Source: an optimization exercise on an open RTL-to-GDS flow (aim: small area). Production flows keep margins and buffers that such runs may drop. Only simulation tests tie the RTL to the original design; equivalence was not proved. No driver is modelled on the clock port, so clocking that relies on it looks cheaper here than on a real chip. Power is estimated from default activity; no workload was simulated.

==> inputs of job 4430 <==
==> flow/design.v <==
module at21_ctrl
(
   clkin,
   reset,
   write,
   shift_bytes,
   datain,
   addr,
   read,
   read_sn,
   busy,
   data_valid,
   dataout,
   sdo,
   sdo_en,
   sdi
);
   input          clkin;
   input          reset;
   input          write;
   input          shift_bytes;
   input  [7:0]   datain;
   input  [6:0]   addr;
   input          read;
   input          read_sn;
   output         busy;
   output         data_valid;
   output [7:0]   dataout;
   output         sdo;
   output         sdo_en;
   input          sdi;
   localparam C_RESET = 3'd0;
   localparam C_START = 3'd1;
   localparam C_STOP  = 3'd2;
   localparam C_DEV   = 3'd4;    
   localparam C_MEM   = 3'd5;    
   localparam C_DIN   = 3'd6;    
   localparam C_DOUT  = 3'd7;    
   localparam A_IDLE  = 2'd0;    
   localparam A_LOAD  = 2'd1;    
   localparam A_S0    = 2'd2;    
   localparam A_S1    = 2'd3;    
   reg  [4:0] div;
   wire       en = div[4] & div[1] & div[0];    
   always @(posedge clkin) begin
      if (reset | en)
         div <= 5'd0;
      else
         div <= div + 5'd1;
   end
   reg  [2:0] cls;
   reg  [2:0] aux;
   reg  [7:0] t;       
   reg        sn;      
   reg  [7:0] sb;      
   reg  [63:0] pbuf;   
   reg        busy;
   reg        data_valid;
   wire [3:0] tu = t[3:0];
   wire       c_reset = (cls == C_RESET);
   wire       c_start = (cls == C_START);
   wire       c_stop  = (cls == C_STOP);
   wire       c_bit   = cls[2];
   wire       c_dev   = (cls == C_DEV);
   wire       c_mem   = (cls == C_MEM);
   wire       c_din   = (cls == C_DIN);
   wire       c_dout  = (cls == C_DOUT);
   wire       s_wait  = ~aux[1];             
   wire       req     = c_start & (write | read | read_sn);
   reg term;
   always @* begin
      case (cls)
         C_RESET: term = &t[6:0];                         
         C_START: term = s_wait | (t[7] & t[4] & t[2] & t[0]);  
         C_STOP:  term = t[0];                            
         default: term = t[7] & (&tu);                    
      endcase
   end
   reg [2:0] cls_n;
   reg [2:0] aux_n;
   always @* begin
      cls_n = cls;
      aux_n = aux;
      case (cls)
         C_RESET: begin cls_n = C_START; aux_n = {1'b0, A_IDLE}; end
         C_START: begin
            case (aux[1:0])
               A_IDLE: ;
               A_LOAD: aux_n[1:0] = A_S0;
               A_S0:   begin cls_n = C_DEV; aux_n[1:0] = 2'b00; end
               A_S1:   begin cls_n = C_DEV; aux_n[1:0] = 2'b01; end
            endcase
         end
         C_STOP: begin cls_n = C_START; aux_n = {1'b0, A_IDLE}; end
         C_DEV: begin
            if (aux[1])
               begin cls_n = C_START; aux_n[1:0] = A_S0; end
            else if (aux[0])
               begin cls_n = C_DIN; aux_n = 3'd0; end
            else
               cls_n = C_MEM;
         end
         C_MEM: begin
            if (aux[2])
               begin cls_n = C_DOUT; aux_n = 3'd0; end
            else
               begin cls_n = C_START; aux_n[1:0] = A_S1; end
         end
         default: begin  
            if (&aux)
               cls_n = C_STOP;
            aux_n = aux + 3'd1;
         end
      endcase
   end
   always @(posedge clkin) begin
      if (reset) begin
         cls <= C_RESET;
         t <= 8'd0;
         busy <= 1'b0;
      end
      else begin
         if (en) begin
            if (term) begin
               t <= 8'd0;
               cls <= cls_n;
               aux <= aux_n;
            end
            else
               t <= t + 8'd1;
            if (c_reset && t[6:0] == 7'd108)
               busy <= sdi;
            if (c_start)
               busy <= aux[1];
         end
         if (req) begin
            aux[2] <= write;
            if (!(en && term && aux[1]))
               aux[1:0] <= A_LOAD;
            else
               aux[1:0] <= {1'b1, aux[0]};
         end
      end
   end
   always @(posedge clkin) begin
      if (req)
         sn <= ~(write | read);
   end
   wire dload = c_dout & en & (t == 8'd0);
   always @(posedge clkin) begin
      if (req)
         sb <= {1'b0, addr & {7{write | read}}};
      else if (dload)
         sb <= pbuf[63:56];
      else if (en && ((c_din && tu == 4'd2) || ((c_mem || c_dout) && tu == 4'd15)))
         sb <= {sb[6:0], sdi};
   end
   always @(posedge clkin) begin
      data_valid <= ~reset & en & c_din & (&t[6:0]);
   end
   always @(posedge clkin) begin
      if (shift_bytes | dload | c_reset)
         pbuf <= {pbuf[55:0], (dload | c_reset) ? 8'h00 : datain};
   end
   assign dataout = sb;
   assign sdo = 1'b0;
   reg pat;
   always @* begin
      case (t[6:4])
         3'd0: pat = 1'b1;
         3'd2: pat = 1'b1;
         3'd3: pat = sn;
         3'd7: pat = aux[0];
         default: pat = 1'b0;
      endcase
   end
   wire b = t[7] ? (~c_din | (&aux)) : (c_din | (c_dev ? pat : sb[7]));
   wire drv_bit = ~tu[3] & ((~tu[2] & ~tu[1]) | ~b);
   wire drv_rst = ~(t[6] & t[5]) | (t[6:1] == 6'b110100);
   assign sdo_en = ~reset & (c_bit ? drv_bit : (c_reset & drv_rst));
endmodule
==> flow/flow/run.sh <==
#!/bin/bash
# Layout flow: the standard flow, with the smallest buffer for the port
# buffers and a clock tree without dummy loads.
set -euo pipefail
export BUFFER_PORTS_ARGS="-buffer_cell sky130_fd_sc_hd__buf_1"
export CTS_ARGS="-sink_clustering_enable -repair_clock_nets -dont_use_dummy_load"
bash standard.sh synth > synth.log 2>&1
bash standard.sh > layout.log 2>&1
==> flow/standard.sh <==
#!/bin/bash
# synth_recipe.tcl (not shown) runs the flow's synth.tcl, then flattens the netlist and writes it again
# the make line also repeats each setting of config.mk as NAME=value (left out here)
make -C /OpenROAD-flow-scripts/flow DESIGN_CONFIG=/design/flow/config.mk WORK_HOME=/design/flow/orfs CLKGATE_MAP_FILE= SYNTH_SCRIPT=/design/flow/synth_recipe.tcl "${@:-finish}"
==> flow/config.mk <==
export PLATFORM = sky130hd
export DESIGN_NAME = at21_ctrl
export DESIGN_NICKNAME = at21_ctrl
export VERILOG_FILES = /design/flow/design.v
export SDC_FILE = /design/flow/constraint.sdc
export NUM_CORES = 4
export LEC_CHECK = 0
export CAP_MARGIN = 20
export CORE_MARGIN = 2
export CORE_UTILIZATION = 40
export SLEW_MARGIN = 20
==> flow/constraint.sdc <==
create_clock -name core_clock -period 10.0 [get_ports {clkin}]
set_input_delay 2.0000 -clock core_clock [delete_from_list [all_inputs] [get_ports {clkin}]]
set_output_delay 2.0000 -clock core_clock [all_outputs]
set_load 0.01 [all_outputs]
==> job 4589 (differences from job 4430) <==
==> flow/design.v, changed modules only <==
module at21_ctrl
(
   clkin,
   reset,
   write,
   shift_bytes,
   datain,
   addr,
   read,
   read_sn,
   busy,
   data_valid,
   dataout,
   sdo,
   sdo_en,
   sdi
);
   input          clkin;
   input          reset;
   input          write;
   input          shift_bytes;
   input  [7:0]   datain;
   input  [6:0]   addr;
   input          read;
   input          read_sn;
   output         busy;
   output         data_valid;
   output [7:0]   dataout;
   output         sdo;
   output         sdo_en;
   input          sdi;
   localparam C_RESET = 3'd0;
   localparam C_START = 3'd1;
   localparam C_STOP  = 3'd2;
   localparam C_DEV   = 3'd4;    
   localparam C_MEM   = 3'd5;    
   localparam C_DIN   = 3'd6;    
   localparam C_DOUT  = 3'd7;    
   localparam A_IDLE  = 2'd0;    
   localparam A_LOAD  = 2'd1;    
   localparam A_S0    = 2'd2;    
   localparam A_S1    = 2'd3;    
   reg  [4:0] div;
   wire       en = div[4] & ~div[1] & ~div[0];
   always @(posedge clkin) begin
      if (reset | en)
         div <= 5'd0;
      else
         div <= {div[3:0], ~(div[4] ^ div[1])};
   end
   reg  [2:0] cls;
   reg  [2:0] aux;
   reg  [7:0] t;       
   reg        sn;      
   reg  [7:0] sb;      
   reg  [63:0] pbuf;   
   reg        busy;
   wire [3:0] tu = t[3:0];
   wire       c_reset = (cls == C_RESET);
   wire       c_start = (cls == C_START);
   wire       c_stop  = (cls == C_STOP);
   wire       c_bit   = cls[2];
   wire       c_dev   = (cls == C_DEV);
   wire       c_mem   = (cls == C_MEM);
   wire       c_din   = (cls == C_DIN);
   wire       c_dout  = (cls == C_DOUT);
   wire       s_wait  = ~aux[1];             
   wire       req     = c_start & (write | read | read_sn);
   reg term;
   always @* begin
      case (cls)
         C_RESET: term = &t[6:0];                         
         C_START: term = s_wait | (t[7] & t[4] & t[2] & t[0]);  
         C_STOP:  term = t[0];                            
         default: term = t[7] & (&tu);                    
      endcase
   end
   reg [2:0] cls_n;
   reg [2:0] aux_n;
   always @* begin
      cls_n = cls;
      aux_n = aux;
      case (cls)
         C_RESET: cls_n = C_START;   
         C_START: begin
            case (aux[1:0])
               A_IDLE: ;
               A_LOAD: aux_n[1:0] = A_S0;
               A_S0:   begin cls_n = C_DEV; aux_n[1:0] = 2'b00; end
               A_S1:   begin cls_n = C_DEV; aux_n[1:0] = 2'b01; end
            endcase
         end
         C_STOP: cls_n = C_START;    
         C_DEV: begin
            if (aux[1])
               begin cls_n = C_START; aux_n[1:0] = A_S0; end
            else if (aux[0])
               begin cls_n = C_DIN; aux_n = 3'd0; end
            else
               cls_n = C_MEM;
         end
         C_MEM: begin
            if (aux[2])
               begin cls_n = C_DOUT; aux_n = 3'd0; end
            else
               begin cls_n = C_START; aux_n[1:0] = A_S1; end
         end
         default: begin  
            if (&aux)
               cls_n = C_STOP;
            aux_n = aux + 3'd1;
         end
      endcase
   end
   always @(posedge clkin) begin
      if (reset | (en & term))
         t <= 8'd0;
      else
         t <= t + {7'd0, en};
   end
   always @(posedge clkin) begin
      if (reset) begin
         cls <= C_RESET;
         aux <= 3'd0;
         busy <= 1'b0;
      end
      else begin
         if (en) begin
            if (term) begin
               cls <= cls_n;
               aux <= aux_n;
            end
            if (c_reset && t[6:0] == 7'd108)
               busy <= sdi;
            if (c_start)
               busy <= aux[1];
         end
         if (req) begin
            aux[2] <= write;
            if (!(en && term && aux[1]))
               aux[1:0] <= A_LOAD;
            else
               aux[1:0] <= {1'b1, aux[0]};
         end
      end
   end
   always @(posedge clkin) begin
      if (req)
         sn <= ~(write | read);
   end
   wire dload = c_dout & en & (t == 8'd0);
   always @(posedge clkin) begin
      if (req)
         sb <= {1'b0, addr};
      else if (dload)
         sb <= pbuf[63:56];
      else if (en && ((c_din && tu == 4'd2) || ((c_mem || c_dout) && tu == 4'd15)))
         sb <= {sb[6:0], sdi};
   end
   assign data_valid = c_din & t[7] & ~(|tu) & ~(|div[2:0]);
   always @(posedge clkin) begin
      if (shift_bytes | dload | c_reset)
         pbuf <= {pbuf[55:0], (dload | c_reset) ? 8'h00 : datain};
   end
   assign dataout = sb;
   assign sdo = 1'b0;
   reg pat;
   always @* begin
      case (t[6:4])
         3'd0: pat = 1'b1;
         3'd2: pat = 1'b1;
         3'd3: pat = sn;
         3'd7: pat = aux[0];
         default: pat = 1'b0;
      endcase
   end
   wire b = t[7] ? (~c_din | (&aux)) : (c_din | (c_dev ? pat : (sb[7] & ~sn)));
   wire drv_bit = ~tu[3] & ((~tu[2] & ~tu[1]) | ~b);
   wire drv_rst = ~(t[6] & t[5]) | (t[6:1] == 6'b110100);
   assign sdo_en = ~reset & (c_bit ? drv_bit : (c_reset & drv_rst));
endmodule
==> flow/flow/run.sh (replaced) <==
#!/bin/bash
# Layout flow: the standard flow with three changes.
# - synthesis: the standard script, but ABC maps the logic for area with
#   several scripts (one ABC area flow with 30 different random
#   seeds, written to abc/) and the smallest result is kept, and
#   Yosys's adder cells are not used (flow/synth.tcl);
# - the port buffers are the smallest buffer, buf_1;
# - the clock tree is built from clkbuf_4 without dummy loads, and
#   flow/cts_post.tcl upsizes the clock buffers whose load slew is high.
# Each make step's full log is in orfs/logs/; make's output is in synth.log
# and layout.log.
set -euo pipefail
W=$(pwd)
# ABC area flow, one script per random seed of &deepsyn
mkdir -p $W/abc
MY_ABC_SCRIPTS=""
for S in $(seq 1 30); do
  printf 'strash\n&get -n\n&deepsyn -J 200 -S %d\n&put\ndch -f\namap\ntopo\n' $S > $W/abc/area$S.abc
  MY_ABC_SCRIPTS="$MY_ABC_SCRIPTS $W/abc/area$S.abc"
done
export MY_ABC_SCRIPTS
export BUFFER_PORTS_ARGS="-buffer_cell sky130_fd_sc_hd__buf_1"
export CTS_ARGS="-sink_clustering_enable -repair_clock_nets -dont_use_dummy_load -buf_list sky130_fd_sc_hd__clkbuf_4"
export POST_CTS_TCL=$W/flow/cts_post.tcl
sed "s#$W/synth_recipe.tcl#$W/flow/synth.tcl#" standard.sh > my_standard.sh
grep -q "$W/flow/synth.tcl" my_standard.sh
bash my_standard.sh synth > synth.log 2>&1
bash my_standard.sh > layout.log 2>&1
==> flow/flow/cts_post.tcl (new file) <==
set my_target 0.112
for {set it 0} {$it < 12} {incr it} {
  estimate_parasitics -placement
  set worst ""
  set wslew $my_target
  foreach inst [get_cells *] {
    set m [get_property $inst ref_name]
    if { $m ne "sky130_fd_sc_hd__clkbuf_4" } { continue }
    set out [get_pins -of_objects $inst -filter "direction == output"]
    foreach p [get_pins -of_objects [get_nets -of_objects $out] -filter "direction == input"] {
      set s [get_property $p slew_max]
      if { $s > $wslew } {
        set wslew $s
        set worst $inst
      }
    }
  }
  if { $worst eq "" } { break }
  puts "cts_post: [get_property $worst full_name] load slew $wslew: clkbuf_8"
  replace_cell $worst sky130_fd_sc_hd__clkbuf_8
}
detailed_placement
check_placement -verbose
estimate_parasitics -placement
==> flow/flow/synth.tcl (new file) <==
# synth_recipe.tcl with one change: ABC maps the combinational logic with
# each of the flow's area scripts (MY_ABC_SCRIPTS) in turn and the smallest
# result is kept. Registers are mapped before ABC, so they are unchanged.
proc synth {args} { yosys synth -nofsm -noshare {*}$args }
proc my_area {} {
  set s [tee -q -s result.string stat {*}$::lib_args]
  if { [regexp {Chip area for module[^:]*:\s*([0-9.]+)} $s -> a] } { return $a }
  return 1e18
}
proc my_abc {args} {
  set i [lsearch -exact $args -script]
  design -save my_pre_abc
  set best 1e18
  foreach scr $::env(MY_ABC_SCRIPTS) {
    design -load my_pre_abc
    if { [catch { yosys abc {*}[lreplace $args [expr {$i + 1}] [expr {$i + 1}] $scr] } err] } {
      puts "MY_ABC $scr failed: $err"
      continue
    }
    set a [my_area]
    puts "MY_ABC $scr area $a"
    if { $a < $best } {
      set best $a
      design -save my_best_abc
    }
  }
  design -load my_best_abc
  puts "MY_ABC best area $best"
}
# the preamble sets abc_args after importing Yosys's commands: replace abc then
proc my_hook {name1 name2 op} {
  if { [info commands abc] ne "" && [info commands my_orig_abc] eq "" } {
    rename abc my_orig_abc
    proc abc {args} { my_abc {*}$args }
  }
}
trace add variable ::abc_args write my_hook
# no adder cells: Yosys maps arithmetic to plain gates for ABC
set ::env(ADDER_MAP_FILE) ""
source $::env(SCRIPTS_DIR)/synth.tcl
# left out here: clear keep_hierarchy, flatten, clean up, hide names made inside functions, write 1_2_yosys.v
==> summary of the runs <==
In job 4430 the global-route usage is higher than in job 4589, by 0.55 points. Against job 4430, the sequential cell count of job 4589 is lower by 1. Against job 4430, the final cell count of job 4589 is lower by 14%. Against job 4430, the via count of job 4589 is smaller by 14%. Of job 4589 and job 4430, job 4430 has the higher first-iteration DRC count (gap about 16%, measured against job 4430). Between job 4430 and job 4589, the lower combinational power is in job 4589 (gap 33%, measured against job 4589). Between job 4589 and job 4430, the lower critical path depth is in job 4589 (gap 1). Between job 4430 and job 4589, the lower sequential power is in job 4589 (gap about 2%, measured against job 4589). Clock power: job 4430 is larger than job 4589 (16%). Of job 4589 and job 4430, job 4430 has the higher maximum frequency (gap 2.0%, measured against job 4430).

-- what the ideal ports hide --
No port has a modelled driver above. Below, the same layouts with a new extraction and two added sets of constraints. Step 1 (the two cells are an assumption about what drives the block):
set clk [get_ports {clkin}]
set_driving_cell -lib_cell sky130_fd_sc_hd__clkbuf_16 $clk
set_driving_cell -lib_cell sky130_fd_sc_hd__buf_2 [delete_from_list [all_inputs] $clk]
Step 2 moves the port delays by t, midway between the first and last clock arrival at a register: inputs arrive t later, outputs are due t later. That takes back most of the time a late clock gives input paths. Slacks: ideal ports / drivers / drivers and shift; pairs: ideal ports / drivers.
run | shift t [ns] | slack for setup (ns) | worst hold slack (ns) | worst data-port slew with drivers (ns)
job 4430 | 0.357 | 5.437 / 5.417 / 5.417 | 0.402 / 0.402 / 0.402 | 0.03
job 4589 | 0.360 | 5.343 / 5.320 / 5.320 | 0.404 / 0.404 / 0.404 | 0.04
After both steps setup and hold are still met in every run listed. For job 4589, which loses most, drivers alone change the setup slack by -0.023 ns; drivers and shift together by -0.023 ns.
